From an optimization exercise on the open Yosys and OpenROAD flow, aimed at a short achievable clock period and few clock cycles; shortcuts taken in it are not production practice. Only simulation tests tie the RTL to the original design; equivalence was not proved. Power figures rest on the tool's default switching activity, not on a simulated workload.

`design.v`:
```
module ks_add #(parameter W = 32, parameter L = 5) (a, b, cin, s, cout);
  input  [W-1:0] a, b;
  input          cin;
  output [W-1:0] s;
  output         cout;
  wire [W-1:0] p  = a ^ b;
  wire [W-1:0] g0 = a & b;
  wire [(L+1)*W-1:0] gg, pp;
  assign gg[W-1:0] = {g0[W-1:1], g0[0] | (p[0] & cin)};
  assign pp[W-1:0] = p;
  genvar l, i;
  generate
    for (l = 0; l < L; l = l + 1) begin : lvl
      for (i = 0; i < W; i = i + 1) begin : col
        if (i >= (1 << l)) begin : comb
          assign gg[(l+1)*W + i] = gg[l*W + i] | (pp[l*W + i] & gg[l*W + i - (1 << l)]);
          assign pp[(l+1)*W + i] = pp[l*W + i] & pp[l*W + i - (1 << l)];
        end else begin : pass
          assign gg[(l+1)*W + i] = gg[l*W + i];
          assign pp[(l+1)*W + i] = pp[l*W + i];
        end
      end
    end
  endgenerate
  wire [W:0] c = {gg[L*W +: W], cin};
  assign s = p ^ c[W-1:0];
  assign cout = c[W];
endmodule
module mux2w #(parameter W = 32) (s, a, b, y);
  input          s;
  input  [W-1:0] a, b;
  output [W-1:0] y;
  assign y = s ? b : a;
endmodule
module dec5 (a, y);
  input  [4:0]  a;
  output [31:1] y;
  genvar k;
  generate
    for (k = 1; k < 32; k = k + 1) begin : d
      assign y[k] = (a == k);
    end
  endgenerate
endmodule
module cpu (rst, clk, addr, instruction,
            dmem_addr, dmem_wdata, dmem_write, dmem_read, dmem_readdata);
  input rst, clk;
  output reg [31:0] addr;
  input  [31:0] instruction;
  output [31:0] dmem_addr;
  output [31:0] dmem_wdata;
  output dmem_write, dmem_read;
  input  [31:0] dmem_readdata;
  reg [31:0] rf [1:31];
  reg [31:0] e_a, e_b, e_st;
  reg        e_fa, e_fb, e_fs;
  reg        e_and, e_or;
  reg        e_add00, e_add10, e_add01, e_add11;
  reg        e_sub00, e_sub10, e_sub01;
  reg        e_slt00, e_slt10, e_slt01;
  reg        e_beq, e_pt, e_again;
  reg [31:0] e_pc;
  reg [15:0] e_off;
  reg [4:0]  e_dst;
  reg        e_we, e_rd, e_wr;
  reg [31:0] m_res, m_st;
  reg        m_we, m_rd, m_wr, m_ldw;
  reg [4:0]  m_dst;
  assign dmem_addr  = m_res;
  assign dmem_wdata = m_st;
  assign dmem_write = m_we;
  assign dmem_read  = m_rd;
  wire [31:0] ea = e_fa ? m_res : e_a;
  wire [31:0] eb = e_fb ? m_res : e_b;
  wire [31:0] es = e_fs ? m_res : e_st;
  wire [31:0] s00, s10, s01, d00, d10, d01;
  wire        sc00, sc10, sc01, dc00, dc10, dc01;
  ks_add #(32) add00 (.a(e_a),   .b(e_b),    .cin(1'b0), .s(s00), .cout(sc00));
  ks_add #(32) add10 (.a(m_res), .b(e_b),    .cin(1'b0), .s(s10), .cout(sc10));
  ks_add #(32) add01 (.a(e_a),   .b(m_res),  .cin(1'b0), .s(s01), .cout(sc01));
  ks_add #(32) sub00 (.a(e_a),   .b(~e_b),   .cin(1'b1), .s(d00), .cout(dc00));
  ks_add #(32) sub10 (.a(m_res), .b(~e_b),   .cin(1'b1), .s(d10), .cout(dc10));
  ks_add #(32) sub01 (.a(e_a),   .b(~m_res), .cin(1'b1), .s(d01), .cout(dc01));
  wire [31:0] e_res = ({32{e_add00}} & s00)
                    | ({32{e_add10}} & s10)
                    | ({32{e_add01}} & s01)
                    | ({32{e_add11}} & {m_res[30:0], 1'b0})
                    | ({32{e_sub00}} & d00)
                    | ({32{e_sub10}} & d10)
                    | ({32{e_sub01}} & d01)
                    | ({32{e_and}}   & (ea & eb))
                    | ({32{e_or}}    & (ea | eb))
                    | {31'd0, (e_slt00 & ~dc00) | (e_slt10 & ~dc10) | (e_slt01 & ~dc01)};
  wire e_eq00 = (e_a == e_b);
  wire e_eq10 = (m_res == e_b);
  wire e_eq01 = (e_a == m_res);
  wire e_eq = e_fa ? (e_fb ? 1'b1 : e_eq10) : (e_fb ? e_eq01 : e_eq00);
  wire [31:0] e_pc4 = e_pc + 32'd4;
  wire [29:0] e_tgt;
  wire        e_tc;
  ks_add #(30) add_t (.a(e_pc[31:2]), .b({{14{e_off[15]}}, e_off}), .cin(1'b1), .s(e_tgt), .cout(e_tc));
  wire [31:0] e_alt = e_again ? e_pc : e_pt ? e_pc4 : {e_tgt, 2'b00};
  wire e_mis = (e_beq & (e_eq ^ e_pt)) | e_again;
  wire [5:0]  f_op  = instruction[31:26];
  wire [4:0]  f_rs  = instruction[25:21];
  wire [4:0]  f_rt  = instruction[20:16];
  wire [4:0]  f_rdf = instruction[15:11];
  wire [5:0]  f_fn  = instruction[5:0];
  wire [15:0] f_im  = instruction[15:0];
  wire [31:0] f_imm = {{16{f_im[15]}}, f_im};
  wire f_isR    = (f_op == 6'h00);
  wire f_isAddi = (f_op == 6'h08);
  wire f_isLw   = (f_op == 6'h23);
  wire f_isSw   = (f_op == 6'h2b);
  wire f_isBeq  = (f_op == 6'h04);
  wire f_isJal  = (f_op == 6'h03);
  wire f_isJ    = (f_op[5:1] == 5'b00001);
  wire f_useRs = f_isR | f_isAddi | f_isLw | f_isSw | f_isBeq;
  wire f_useRt = f_isR | f_isSw | f_isBeq;
  wire [31:0] rf_rs, rf_rt;
  genvar g;
  generate
    for (g = 0; g < 8; g = g + 1) begin : slice
      wire [31:1] rs1h, rt1h;
      dec5 dec_rs (.a(f_rs), .y(rs1h));
      dec5 dec_rt (.a(f_rt), .y(rt1h));
      reg [3:0] vs, vt;
      integer k;
      always @(*) begin
        vs = 4'd0;
        vt = 4'd0;
        for (k = 1; k < 32; k = k + 1) begin
          vs = vs | ({4{rs1h[k]}} & rf[k][4*g +: 4]);
          vt = vt | ({4{rt1h[k]}} & rf[k][4*g +: 4]);
        end
      end
      assign rf_rs[4*g +: 4] = vs;
      assign rf_rt[4*g +: 4] = vt;
    end
  endgenerate
  wire [31:0] m_wdata = m_ldw ? dmem_readdata : m_res;
  wire m_any = m_wr | m_ldw;
  wire [31:0] f_rsv = (m_any && m_dst == f_rs) ? m_wdata : rf_rs;
  wire [31:0] f_rtv = (m_any && m_dst == f_rt) ? m_wdata : rf_rt;
  wire f_fwa = e_wr && (e_dst == f_rs);
  wire f_fwt = e_wr && (e_dst == f_rt);
  wire f_again = e_rd && ((f_useRs && e_dst == f_rs) || (f_useRt && e_dst == f_rt));
  wire [31:0] f_pc4 = addr + 32'd4;
  wire [31:0] f_jt  = {f_pc4[31:28], instruction[25:0], 2'b00};
  wire [7:0]  f_lo;
  wire        f_lc;
  ks_add #(8) add_f (.a(addr[9:2]), .b(f_im[7:0]), .cin(1'b1), .s(f_lo), .cout(f_lc));
  wire [21:0] f_hi  = addr[31:10];
  wire [21:0] f_hip = f_hi + 22'd1;
  wire [21:0] f_him = f_hi - 22'd1;
  wire f_near = (f_im[15:7] == 9'h000) || (f_im[15:7] == 9'h1ff);
  wire f_pt = f_isBeq && ((f_rs == f_rt) || f_im[15]) && f_near;
  wire [4:0] f_dst = f_isR ? f_rdf : f_isJal ? 5'd31 : f_rt;
  wire f_wr  = (f_isR | f_isAddi | f_isJal) && (f_dst != 5'd0);
  wire f_ldw = f_isLw && (f_dst != 5'd0);
  wire f_kill = rst || e_mis;
  wire f_fa  = f_fwa && !f_isJal;
  wire f_fb  = f_fwt && (f_isR || f_isBeq);
  wire f_add = f_isAddi | f_isLw | f_isSw | f_isJal | (f_isR && f_fn == 6'h20);
  wire f_sub = f_isR && f_fn == 6'h22;
  wire f_slt = f_isR && f_fn == 6'h2b;
  wire [31:0] f_early = rst ? 32'd0 : e_mis ? e_alt : f_pc4;
  wire        f_take  = !f_kill && (f_isJ || f_pt);
  wire [7:0]  f_llo   = f_isJ ? instruction[7:0] : f_lo;
  wire [21:0] f_jhi   = {f_pc4[31:28], instruction[25:8]};
  wire [21:0] f_l0    = f_isJ ? f_jhi : (f_im[15] ? f_him : f_hi);
  wire [21:0] f_l1    = f_isJ ? f_jhi : (f_im[15] ? f_hi : f_hip);
  wire [21:0] f_lhi;
  wire [31:0] f_next;
  mux2w #(22) mux_c (.s(f_lc),   .a(f_l0),    .b(f_l1),                  .y(f_lhi));
  mux2w #(32) mux_t (.s(f_take), .a(f_early), .b({f_lhi, f_llo, 2'b00}), .y(f_next));
  always @(posedge clk)
    addr <= f_next;
  always @(posedge clk) begin
    e_a   <= f_isJal ? 32'd0 : f_rsv;
    e_fa  <= f_fa;
    e_b   <= f_isJal ? f_pc4 : (f_isR || f_isBeq) ? f_rtv : f_imm;
    e_fb  <= f_fb;
    e_st  <= f_rtv;
    e_fs  <= f_fwt;
    e_add00 <= f_add && !f_fa && !f_fb;
    e_add10 <= f_add &&  f_fa && !f_fb;
    e_add01 <= f_add && !f_fa &&  f_fb;
    e_add11 <= f_add &&  f_fa &&  f_fb;
    e_sub00 <= f_sub && !f_fa && !f_fb;
    e_sub10 <= f_sub &&  f_fa && !f_fb;
    e_sub01 <= f_sub && !f_fa &&  f_fb;
    e_slt00 <= f_slt && !f_fa && !f_fb;
    e_slt10 <= f_slt &&  f_fa && !f_fb;
    e_slt01 <= f_slt && !f_fa &&  f_fb;
    e_and <= f_isR && f_fn == 6'h24;
    e_or  <= f_isR && f_fn == 6'h25;
    e_pt  <= f_pt;
    e_pc  <= addr;
    e_off <= f_im;
    e_dst <= f_dst;
    if (f_kill || f_again) begin
      e_beq <= 1'b0;
      e_we  <= 1'b0;
      e_rd  <= 1'b0;
      e_wr  <= 1'b0;
    end else begin
      e_beq <= f_isBeq;
      e_we  <= f_isSw;
      e_rd  <= f_ldw;
      e_wr  <= f_wr;
    end
    e_again <= !f_kill && f_again;
  end
  always @(posedge clk) begin
    m_res <= e_res;
    m_st  <= es;
    m_dst <= e_dst;
    if (rst) begin
      m_we  <= 1'b0;
      m_rd  <= 1'b0;
      m_wr  <= 1'b0;
      m_ldw <= 1'b0;
    end else begin
      m_we  <= e_we;
      m_rd  <= e_rd;
      m_wr  <= e_wr;
      m_ldw <= e_rd;
    end
  end
  integer i;
  always @(posedge clk) begin
    for (i = 1; i < 32; i = i + 1) begin
      if (rst)
        rf[i] <= i;
      else if (m_any && m_dst == i)
        rf[i] <= m_wdata;
    end
  end
endmodule
```
`flow/run.sh`:
```
#!/bin/bash
set -euo pipefail
export SETUP_SLACK_MARGIN=6.8
export BUFFER_PORTS_ARGS="-buffer_cell sky130_fd_sc_hd__buf_4"
bash standard.sh > standard.log 2>&1
```
`standard.sh`:
```
#!/bin/bash
# synth_recipe.tcl (not shown) runs the flow's synth.tcl, then flattens the netlist and writes it again
# the make line also repeats each setting of config.mk as NAME=value (left out here)
make -C /OpenROAD-flow-scripts/flow DESIGN_CONFIG=/design/flow/config.mk WORK_HOME=/design/flow/orfs CLKGATE_MAP_FILE= SYNTH_SCRIPT=/design/flow/synth_recipe.tcl "${@:-finish}"
```
`config.mk`:
```
export PLATFORM = sky130hd
export DESIGN_NAME = cpu
export DESIGN_NICKNAME = cpu
export VERILOG_FILES = /design/flow/design.v
export SDC_FILE = /design/flow/constraint.sdc
export NUM_CORES = 4
export LEC_CHECK = 0
export ABC_CLOCK_PERIOD_IN_PS = 1500
export CAP_MARGIN = 20
export CORE_MARGIN = 2
export CORE_UTILIZATION = 30
export PLACE_DENSITY = 0.35
export SLEW_MARGIN = 20
export SYNTH_HIERARCHICAL = 1
export TNS_END_PERCENT = 20
```
`constraint.sdc`:
```
create_clock -name core_clock -period 10.0 [get_ports {clk}]
set_input_delay 2.0000 -clock core_clock [delete_from_list [all_inputs] [get_ports {clk}]]
set_output_delay 2.0000 -clock core_clock [all_outputs]
set_load 0.01 [all_outputs]
```
==> results of run 1 <==
[worst max-delay path: stages]
cell      delay, ns
buf_16         0.14
buf_8          0.15
buf_16         0.14
buf_8          0.13
nand3b_1       0.12
buf_12         0.14
nor2_4         0.06
a22o_1         0.23
a221oi_2       0.28
nand4_1        0.31
nor3_4         0.41
mux2i_4        0.19
a211oi_2       0.23
a21oi_1        0.06
[area by class of cell]
cell class                      count  share of cell area
Clock inverter                     80              0.0114
Inverter                          132             0.00516
Timing Repair Buffer              837              0.0954
Tap cell                         3312              0.0423
Antenna cell                       17            0.000434
Sequential cell                  1266               0.260
Clock buffer                      208              0.0449
Multi-Input combinational cell   6987               0.540
[report_power, final]
| group | switching (uW) | internal (uW) | leakage, uW | total [uW] |
|---|---|---|---|---|
| logic | 1140 | 691 | 0.0211 | 1830 |
| clock network | 2570 | 3600 | 0.00268 | 6170 |
| registers | 79.5 | 5080 | 0.0103 | 5160 |
[cell usage in the layout, fill, tap and decap left out, types with 35 or more instances in the layout]
| master | instances |
|---|---|
| dfxtp_1 | 1195 |
| nor2_1 | 1184 |
| a211oi_1 | 960 |
| buf_4 | 562 |
| a22oi_1 | 445 |
| nand2_1 | 385 |
| nor2_4 | 256 |
| a22o_1 | 252 |
| a21oi_1 | 251 |
| nand4_1 | 220 |
| xnor2_1 | 214 |
| o21ai_0 | 203 |
| nand3_1 | 202 |
| ha_1 | 202 |
| nor2_2 | 199 |
| clkbuf_16 | 163 |
| a221oi_2 | 146 |
| inv_1 | 125 |
| a221oi_1 | 123 |
| xor2_1 | 112 |
| buf_6 | 103 |
| mux2_2 | 97 |
| a222oi_1 | 96 |
| mux2_4 | 84 |
| o211ai_1 | 81 |
| buf_12 | 77 |
| nor3_1 | 72 |
| a21o_1 | 72 |
| buf_16 | 64 |
| nor2b_1 | 57 |
| and3_1 | 52 |
| nand3b_1 | 51 |
| mux2i_4 | 49 |
| or3b_4 | 49 |
| dfxtp_2 | 36 |
| dfxtp_4 | 35 |
[what timing repair did]
action	4_1_cts	5_1_grt
gates resized for setup	1099	433
setup buffers	274	151
pin swaps	279	195
endpoints found under the hold margin	0	0
gates cloned	47	5
setup endpoints to repair	1015	953
[registers in the layout, indices dropped and copies added, names as in the netlist, 5 cells and up]
| name | cells |
|---|---|
| e_b | 32 |
| rf | 992 |
| m_dst | 5 |
| m_res | 32 |
| e_dst | 5 |
| m_st | 32 |
| e_off | 16 |
| e_a | 32 |
| e_pc | 32 |
| addr | 32 |
| e_st | 32 |
[worst paths after layout]
check | endpoint | cells past startpoint
worst max-delay path | e_b[19] | 14
worst min-delay path | m_dst[3] | 0
worst max register to register | addr[13] | 17
worst min register to register | m_dst[3] | 0
[per-stage QoR]
step | hold slack, ns | utilization | setup slack, ns
detailed placement | 0.394 | 0.328 | 3.67
finish | 0.386 | 0.398 | 6.10
floorplan | 0.373 | - | 5.86
global route | 0.392 | 0.398 | 6.11
global placement | 0.406 | 0.328 | 3.28
CTS | 0.391 | 0.385 | 6.12
[routing by layer]
metal  part of all wire  global-route usage  wire [um]  vias up
li1                   -                   -          -    35200
met1               0.42               0.489     207000    40700
met2               0.45               0.598     222000     4261
met3              0.070              0.0609      34400     1130
met4              0.055               0.177      27100       12
met5            0.00018                   0         88        -
==> impl_metrics.py, run 1 <==
metrics = {
    "clocking": {
        "clk_path_buf_depth": 3,
        "hold_buffers": 0,
        "clk_latency_ns": 0.85,
        "numClockSinks": 1266,
        "cts_tree": "yes",
        "cts_made_buffers": 157,
        "clock-root-buffer": "clkbuf_16",
        "clkTransAtPathRegs_ns": 0.06,
        "htree_levels": 4,
    },
    "detailed_routing": {
        "ant_nets": 0,
        "routed_wirelength_um": 490000,
        "first_pass_iters": 10,
        "drt_iter0_drc": 10700,
        "drc": 0,
        "viasPerCell": 6.33,
        "vias": 81300,
        "wl_per_cell_um": 38.1,
    },
    "worst_setup_path": {
        "critPathLaunch": "instruction[17]",
        "start_kind": "input port",
        "cp_max_fo": 7,
        "critPathArrivalTime_ns": 4.63,
        "ff2ff_setup_slack_ns": 6.33,
        "r2r-start": "e_fb",
        "worstSetupEndpointType": "register",
        "required_ns": 10.72,
        "critical_path_class": "input port to register",
    },
    "die": {
        "die_w_um": 502,
        "coreArea_um2": 246000,
        "die_y_um": 502,
        "io_pins": 164,
        "initial_core_util": 0.302,
        "die_area_um2": 252000,
        "rows": 182,
    },
    "pwr": {
        "power_uw": 13200,
        "powerDensity_nw_per_um2": 134,
        "p_leak_uw": 0.0340,
        "ir_worst_vdd_v": 0.000136,
    },
    "finish": {
        "layout.nets": 9689,
        "stdcell_count": 12800,
        "regArea_um2": 25500,
        "multi_input_area_um2": 52900,
        "n_fill_cell": 24700,
        "stdcell_area_um2": 98000,
        "area_growth_pct": 31.8,
        "drive_above_1_share": 0.264,
    },
    "timing": {
        "setup-violations-final": 0,
        "min_period_over_period": 0.390,
        "setup_tns_ns": 0,
        "rsz0062_at_grt": "yes",
        "layout_min_cycle_time_ns": 3.90,
        "max_freq_mhz": 256,
        "worst_pin_slew_ns": 1.40,
        "skew_ns": 0.0536,
        "slew_headroom": 0.0637,
        "slew_violations": 0,
        "finalHoldViolations": 0,
    },
    "logic_synthesis": {
        "syn_avg_cell_area_um2": 8.26,
        "syn_inst": 8998,
        "yosys_warnings": 8,
        "synth.cell_area_um2": 74300,
    },
    "flow_run": {
        "cap_violations": 0,
    },
    "placement": {
        "hpwlAfterDp_um": 342000,
        "io_buffer_count": 163,
        "placed_cells": 12100,
        "gp_congestion": 1.04,
        "place_area_um2": 80800,
    },
    "worst_hold_path": {
        "hp-start": "e_dst[3]",
        "hold_path_class": "register to register",
    },
    "global_route": {
        "first_global_vias": 76200,
        "grt_max_degree": 135,
        "overflow": 0,
        "grt_pass1_wl_um": 662000,
        "antenna_found_initial": 27,
        "grt_usage": 0.374,
    },
    "run_status": {
        "status": "timing/DRC/antenna clean",
    },
}
Testbench counts, summed over its fixed seeds: cycles 93,515.
==> run 2: changes to the inputs <==
--- a/design.v
+++ b/design.v
@@ -32,13 +32,14 @@
   output [W-1:0] y;
   assign y = s ? b : a;
 endmodule
-module dec5 (a, y);
+module dec5 (a, en, y);
   input  [4:0]  a;
+  input         en;
   output [31:1] y;
   genvar k;
   generate
     for (k = 1; k < 32; k = k + 1) begin : d
-      assign y[k] = (a == k);
+      assign y[k] = en && (a == k);
     end
   endgenerate
 endmodule
@@ -108,6 +109,7 @@
   wire [5:0]  f_fn  = instruction[5:0];
   wire [15:0] f_im  = instruction[15:0];
   wire [31:0] f_imm = {{16{f_im[15]}}, f_im};
+  wire [31:0] f_pc4 = addr + 32'd4;
   wire f_isR    = (f_op == 6'h00);
   wire f_isAddi = (f_op == 6'h08);
   wire f_isLw   = (f_op == 6'h23);
@@ -117,13 +119,19 @@
   wire f_isJ    = (f_op[5:1] == 5'b00001);
   wire f_useRs = f_isR | f_isAddi | f_isLw | f_isSw | f_isBeq;
   wire f_useRt = f_isR | f_isSw | f_isBeq;
+  wire [31:0] m_wdata = m_ldw ? dmem_readdata : m_res;
+  wire m_any = m_wr | m_ldw;
+  wire f_brs = m_any && (m_dst == f_rs);
+  wire f_brt = m_any && (m_dst == f_rt);
   wire [31:0] rf_rs, rf_rt;
+  wire f_ens = !f_isJal && !f_brs;
+  wire f_ent = !f_brt;
   genvar g;
   generate
     for (g = 0; g < 8; g = g + 1) begin : slice
       wire [31:1] rs1h, rt1h;
-      dec5 dec_rs (.a(f_rs), .y(rs1h));
-      dec5 dec_rt (.a(f_rt), .y(rt1h));
+      dec5 dec_rs (.a(f_rs), .en(f_ens), .y(rs1h));
+      dec5 dec_rt (.a(f_rt), .en(f_ent), .y(rt1h));
       reg [3:0] vs, vt;
       integer k;
       always @(*) begin
@@ -138,14 +146,16 @@
       assign rf_rt[4*g +: 4] = vt;
     end
   endgenerate
-  wire [31:0] m_wdata = m_ldw ? dmem_readdata : m_res;
-  wire m_any = m_wr | m_ldw;
-  wire [31:0] f_rsv = (m_any && m_dst == f_rs) ? m_wdata : rf_rs;
-  wire [31:0] f_rtv = (m_any && m_dst == f_rt) ? m_wdata : rf_rt;
+  wire f_rb = f_isR || f_isBeq;
+  wire [31:0] f_av  = rf_rs | ({32{!f_isJal && f_brs}} & m_wdata);
+  wire [31:0] f_rtv = rf_rt | ({32{f_brt}} & m_wdata);
+  wire [31:0] f_bv  = ({32{f_rb}} & rf_rt)
+                    | ({32{f_rb && f_brt}} & m_wdata)
+                    | ({32{f_isJal}} & f_pc4)
+                    | ({32{!f_rb && !f_isJal}} & f_imm);
   wire f_fwa = e_wr && (e_dst == f_rs);
   wire f_fwt = e_wr && (e_dst == f_rt);
   wire f_again = e_rd && ((f_useRs && e_dst == f_rs) || (f_useRt && e_dst == f_rt));
-  wire [31:0] f_pc4 = addr + 32'd4;
   wire [31:0] f_jt  = {f_pc4[31:28], instruction[25:0], 2'b00};
   wire [7:0]  f_lo;
   wire        f_lc;
@@ -177,9 +187,9 @@
   always @(posedge clk)
     addr <= f_next;
   always @(posedge clk) begin
-    e_a   <= f_isJal ? 32'd0 : f_rsv;
+    e_a   <= f_av;
     e_fa  <= f_fa;
-    e_b   <= f_isJal ? f_pc4 : (f_isR || f_isBeq) ? f_rtv : f_imm;
+    e_b   <= f_bv;
     e_fb  <= f_fb;
     e_st  <= f_rtv;
     e_fs  <= f_fwt;
==> flow/run.sh (replaced) <==
#!/bin/bash
set -euo pipefail
export SETUP_SLACK_MARGIN=6.8
bash standard.sh > standard.log 2>&1
--- a/config.mk
+++ b/config.mk
@@ -12,4 +12,4 @@
 export PLACE_DENSITY = 0.35
 export SLEW_MARGIN = 20
 export SYNTH_HIERARCHICAL = 1
-export TNS_END_PERCENT = 20
+export TNS_END_PERCENT = 0
==> run 2 against run 1 <==
Still clean on timing, DRC and antenna. Area after synthesis down 0.80%. Sequential share of layout area rose by 3.0 points. Total power shrank 4.2%. Count of clock-buffer cells in the layout up 7. Sequential power about the same. Hold slack better by 0.010 ns. Non-clock buffer count decreased by 420. Critical endpoint is now e_b[3]. Largest cell class unchanged.
==> impl_metrics.py, run 2 <==
metrics = {
    "finish": {
        "final_common_cell": "nor2_1",
        "layout.nets": 9175,
        "largest_register": "rf",
        "final_cell_mix": "nor2_1, dfxtp_1, a211oi_1",
        "n_fill_cell": 25300,
        "final_core_util": 0.356,
        "area_growth_pct": 18.6,
        "multi_input_area_um2": 48100,
        "regArea_um2": 25400,
        "largest_reg_flops": 992,
        "drive_above_1_share": 0.130,
    },
    "worst_hold_path": {
        "hold_path_class": "register to register",
    },
    "detailed_routing": {
        "drt_iter0_drc": 9663,
        "vias": 78100,
        "wl_per_cell_um": 37.3,
        "routed_wirelength_um": 455000,
        "drc": 0,
        "first_pass_iters": 10,
        "ant_nets": 0,
        "viasPerCell": 6.39,
    },
    "worst_setup_path": {
        "critPathArrivalTime_ns": 5.26,
        "cp_max_fo": 9,
        "critical_path_class": "input port to register",
        "required_ns": 10.72,
        "start_kind": "input port",
        "worstSetupEndpointType": "register",
    },
    "clocking": {
        "cts_made_buffers": 153,
        "numClockSinks": 1266,
        "hold_buffers": 0,
        "clk_path_buf_depth": 3,
        "clock-root-buffer": "clkbuf_16",
        "clkTransAtPathRegs_ns": 0.06,
        "cts_tree": "yes",
        "htree_levels": 4,
        "clk_latency_ns": 0.86,
    },
    "die": {
        "die_y_um": 500,
        "io_pins": 164,
        "die_area_um2": 250000,
        "rows": 182,
        "die_w_um": 500,
        "initial_core_util": 0.301,
        "coreArea_um2": 245000,
    },
    "timing": {
        "fin_hold_ws_ns": 0.396,
        "finalHoldViolations": 0,
        "slew_violations": 0,
        "worst_pin_slew_ns": 1.21,
        "min_period_over_period": 0.453,
        "max_freq_mhz": 221,
        "rsz0062_at_grt": "yes",
        "setup_tns_ns": 0,
        "layout_min_cycle_time_ns": 4.53,
        "skew_ns": 0.0479,
        "slew_headroom": 0.191,
        "setup-violations-final": 0,
    },
    "global_route": {
        "busiest_layer": "met2",
        "antenna_found_initial": 20,
        "overflow": 0,
        "use_met2": 0.543,
        "first_global_vias": 73900,
        "grt_max_degree": 165,
        "grt_usage": 0.351,
        "met3_usage": 0.0616,
        "met1_usage": 0.479,
        "grt_pass1_wl_um": 624000,
    },
    "logic_synthesis": {
        "syn_avg_cell_area_um2": 8.29,
        "yosys_warnings": 8,
        "synth.cell_area_um2": 73700,
        "syn_inst": 8899,
    },
    "placement": {
        "io_buffer_count": 163,
        "gp_congestion": 1.03,
        "hpwlAfterDp_um": 334000,
    },
    "pwr": {
        "p_leak_uw": 0.0293,
        "ir_worst_vdd_v": 0.000111,
        "power_uw": 12600,
        "powerDensity_nw_per_um2": 144,
    },
    "flow_run": {
        "cap_violations": 0,
    },
    "run_status": {
        "status": "timing/DRC/antenna clean",
    },
}
==> run 2: power by group <==
part / switching (uW) / total [uW] / internal, uW
Clock: 2540 / 6010 / 3470
Combinational: 945 / 1420 / 475
Sequential: 97.8 / 5180 / 5080
Total: 3580 / 12600 / 9020
==> run 2: final cells by class <==
class,instances,share of cell area
Multi-Input combinational cell,6908,0.550
Inverter,121,0.00521
Tap cell,3220,0.0461
Sequential cell,1266,0.290
Clock buffer,215,0.0509
Antenna cell,6,0.000172
Clock inverter,66,0.0104
Timing Repair Buffer,417,0.0471
==> run 2: routing by layer <==
| layer | wire [um] | vias up |
|---|---|---|
| li1 | - | 34100 |
| met1 | 201000 | 38900 |
| met2 | 198000 | 4102 |
| met3 | 34000 | 939 |
| met4 | 22300 | 6 |
| met5 | 33 | - |
==> run 2: timing repair <==
action / CTS / global route
setup buffers: 52 / 10
gates resized for setup: 324 / 101
endpoints found under the setup margin: 1045 / 968
pin swaps: 69 / 46
gates cloned: 11 / 1
==> run 2: critical path, stage by stage <==
cell and delay [ns]:
buf_16 0.13, xnor2_2 0.14, nand4_1 0.13, or3_4 0.50
buf_4 0.17, buf_8 0.15, nand4bb_1 0.18, nor2_1 0.18
a22oi_1 0.51, nand4_1 0.34, nor3_1 0.28, o21ai_0 0.13
buf_4 0.21, nand2_1 0.08, nand2_1 0.05
==> run 2: final timing paths <==
| path | startpoint | end | slack (ns) | cells past startpoint |
|---|---|---|---|---|
| worst max-delay path | instruction[20] | e_b[3] | 5.47 | 15 |
| worst min-delay path | e_dst[0] | m_dst[0] | 0.40 | 0 |
| worst max register to register | e_a[4] | m_res[0] | 5.50 | 11 |
| worst min register to register | e_dst[0] | m_dst[0] | 0.40 | 0 |
==> run 2: metrics by stage <==
step                      area, um2  setup WS [ns]  instances
final                         87400           5.47      12200
after global routing          87400           5.49      12200
after global placement        79200           2.80      11900
after detailed placement      79300           2.90      11900
after floorplan               74000           5.43       8907
after CTS                     86900           5.63      12200
Testbench counts of run 2, summed over its fixed seeds: cycles 93,515.
==> run 3: changes to the inputs <==
==> flow/run.sh (replaced) <==
#!/bin/bash
set -euo pipefail
export SETUP_SLACK_MARGIN=6.8
export BUFFER_PORTS_ARGS="-buffer_cell sky130_fd_sc_hd__buf_4"
bash standard.sh > standard.log 2>&1
==> run 3 against run 2 <==
Wire length up 0.18%. Via count down 0.14%. Register-to-register slack worse by 0.06 ns. Count of clock-buffer cells in the layout up 9. Sequential cell count unchanged. Die area unchanged. Final cell count about the same. Total power down 0.71%. Worst setup slack worse by 0.026 ns. Critical endpoint is now m_res[0].
==> impl_metrics.py, run 3 <==
metrics = {
    "clocking": {
        "clk_path_buf_depth": 3,
        "hold_buffers": 0,
        "clock-root-buffer": "clkbuf_16",
        "numClockSinks": 1266,
        "htree_levels": 4,
        "clk_latency_ns": 0.88,
        "clkTransAtPathRegs_ns": 0.06,
        "cts_made_buffers": 158,
        "cts_tree": "yes",
    },
    "timing": {
        "setup-violations-final": 0,
        "setup_tns_ns": 0,
        "slew_headroom": 0.188,
        "max_freq_mhz": 219,
        "fin_ws_ns": 5.44,
        "skew_ns": 0.0515,
        "layout_min_cycle_time_ns": 4.56,
        "rsz0062_at_grt": "yes",
        "slew_violations": 0,
        "finalHoldViolations": 0,
        "min_period_over_period": 0.456,
        "worst_pin_slew_ns": 1.22,
    },
    "finish": {
        "largest_register": "rf",
        "stdcell_area_um2": 86600,
        "final_common_cell": "nor2_1",
        "drive_above_1_share": 0.137,
        "final_cell_mix": "nor2_1, dfxtp_1, a211oi_1",
        "largest_reg_flops": 992,
        "n_fill_cell": 25400,
        "layout.nets": 9169,
        "area_growth_pct": 17.4,
    },
    "die": {
        "io_pins": 164,
        "initial_core_util": 0.301,
        "rows": 182,
        "coreArea_um2": 245000,
        "die_w_um": 500,
        "die_area_um2": 250000,
        "die_y_um": 500,
    },
    "logic_synthesis": {
        "syn_inst": 8899,
        "yosys_warnings": 8,
        "syn_avg_cell_area_um2": 8.29,
        "synth.cell_area_um2": 73700,
    },
    "pwr": {
        "power.share.clock": 0.473,
        "swShare": 0.288,
        "pwr-share-seq": 0.415,
        "power.internal_uw": 8910,
        "switching_power_uw": 3600,
        "pwr-share-comb": 0.112,
        "ir_worst_vdd_v": 0.000116,
        "powerDensity_nw_per_um2": 145,
        "p_leak_uw": 0.0294,
        "power_uw": 12500,
    },
    "detailed_routing": {
        "routed_wirelength_um": 456000,
        "vias": 78000,
        "wl_per_cell_um": 37.3,
        "drc": 0,
        "drt_iter0_drc": 9970,
        "ant_nets": 0,
        "first_pass_iters": 9,
        "viasPerCell": 6.39,
    },
    "global_route": {
        "overflow": 0,
        "first_global_vias": 73600,
        "grt_usage": 0.351,
        "antenna_found_initial": 24,
        "grt_max_degree": 221,
        "grt_pass1_wl_um": 624000,
    },
    "flow_run": {
        "cap_violations": 0,
    },
    "placement": {
        "dp_slack_ns": 3.44,
        "gp_congestion": 1.04,
        "place_area_um2": 78900,
        "hpwlAfterDp_um": 333000,
        "io_buffer_count": 163,
    },
    "worst_setup_path": {
        "critical_path_class": "register to register",
        "required_ns": 10.71,
        "cp_max_fo": 7,
        "ff2ff_setup_slack_ns": 5.44,
        "reg2reg_to": "m_res[0]",
        "r2r_cells": 12,
        "worstSetupEndpointType": "register",
        "critPathArrivalTime_ns": 5.27,
        "r2r-start": "e_b[4]",
        "start_kind": "register",
    },
    "run_status": {
        "status": "timing/DRC/antenna clean",
    },
    "worst_hold_path": {
        "min_to": "m_dst[0]",
        "hold_path_class": "register to register",
        "hp-start": "e_dst[0]",
        "min_path_cells": 0,
    },
}
-- run 3: changes by cell type in the layout (fill, tap and decap cells not counted), moves of 20 or more --
cell,before,now
buf_4,216,370
a221oi_2,57,36
nor2_2,124,82
a221oi_1,189,209
clkdlybuf4s50_1,145,0
nor2_1,1455,1505
-- run 3: how the worst max path moves through the flow --
stage                         start        to  slack, ns  cells after the start
global placement    instruction[17]   e_b[12]       3.35                     14
global route        instruction[16]   e_b[13]       5.45                     17
finish                       e_b[4]  m_res[0]       5.44                     12
floorplan           instruction[15]  addr[30]       5.43                     10
CTS                 instruction[18]    e_b[7]       5.58                     14
detailed placement  instruction[17]   e_b[12]       3.44                     14
-- run 3: power by group through the flow --
stage | Combinational (uW) | Clock, uW | Sequential, uW
floorplan | 792 | 0 | 5240
global placement | 1320 | 0 | 5300
detailed placement | 1310 | 0 | 5300
CTS | 1350 | 6010 | 5180
global route | 1480 | 6230 | 5190
finish | 1410 | 5920 | 5190
-- run 3: layout make-up --
type                    instances  area (um2)  area share
well taps                    3220        4030      0.0465
flip-flops and latches       1266       25400       0.293
diodes                         10        25.0    0.000289
clock inverters                59         738     0.00853
inverters                     121         455     0.00526
clock buffers                 224        4490      0.0519
multi-input cells            6906       47900       0.553
repair buffers                408        3570      0.0412
-- run 3: routing by layer --
layer	GRT usage	up-vias	share of wire
met3	0.0534	929	0.073
met2	0.554	4073	0.44
li1	-	34100	-
met4	0.143	4	0.047
met5	0	-	0.000092
met1	0.477	38900	0.44
-- run 3: timing repair --
action,4_1_cts,5_1_grt
buffers inserted,32,29
resized for setup,216,126
pin swaps,38,61
gates cloned,5,4
setup endpoints to repair,854,1031
-- run 3: per-stage QoR --
stage,utilization,std cells,hold slack [ns]
after CTS,0.349,12200,0.399
after global routing,0.353,12200,0.410
after floorplan,-,8907,0.373
final,0.353,12200,0.399
after detailed placement,0.322,11900,0.390
after global placement,0.322,11800,0.385
-- run 3: critical path, stage by stage, from the launching register on --
cell and delay (ns):
dfxtp_1 0.71, inv_1 0.17, ha_1 0.40, a21o_1 0.17, a221o_1 0.33, a41oi_4 0.29
nor4_2 0.59, o32ai_2 0.20, o21ai_2 0.59, o21ai_0 0.16, a221o_1 0.28, a221oi_1 0.36
nand4_1 0.14

-- port drivers added, routing unchanged --
Ports are ideal in the flow. The routed layouts listed here were re-timed in OpenROAD.
Step 1: set_driving_cell puts a clkbuf_16 on clk and a buf_2 on each other input, an assumption about the parent block.
Step 2 times the ports against the registers' clock, not the clock port: input delays grow and output delays shrink by t, the midpoint of the rising clock arrivals with the driver on.
Three values: no drivers, after step 1, after step 2; two values: the first two.
| run | t, ns | setup WS [ns] | worst data-port slew with drivers (ns) |
|---|---|---|---|
| run 1 | 0.932 | 6.096 / 5.929 / 4.997 | 0.39 |
| run 2 | 0.919 | 5.468 / 5.318 / 4.399 | 0.33 |
| run 3 | 0.937 | 5.442 / 5.335 / 4.398 | 0.29 |
After both steps setup and hold are still met in every run listed. For run 1, which loses most, drivers alone change the setup slack by -0.167 ns; drivers and shift together by -1.099 ns.
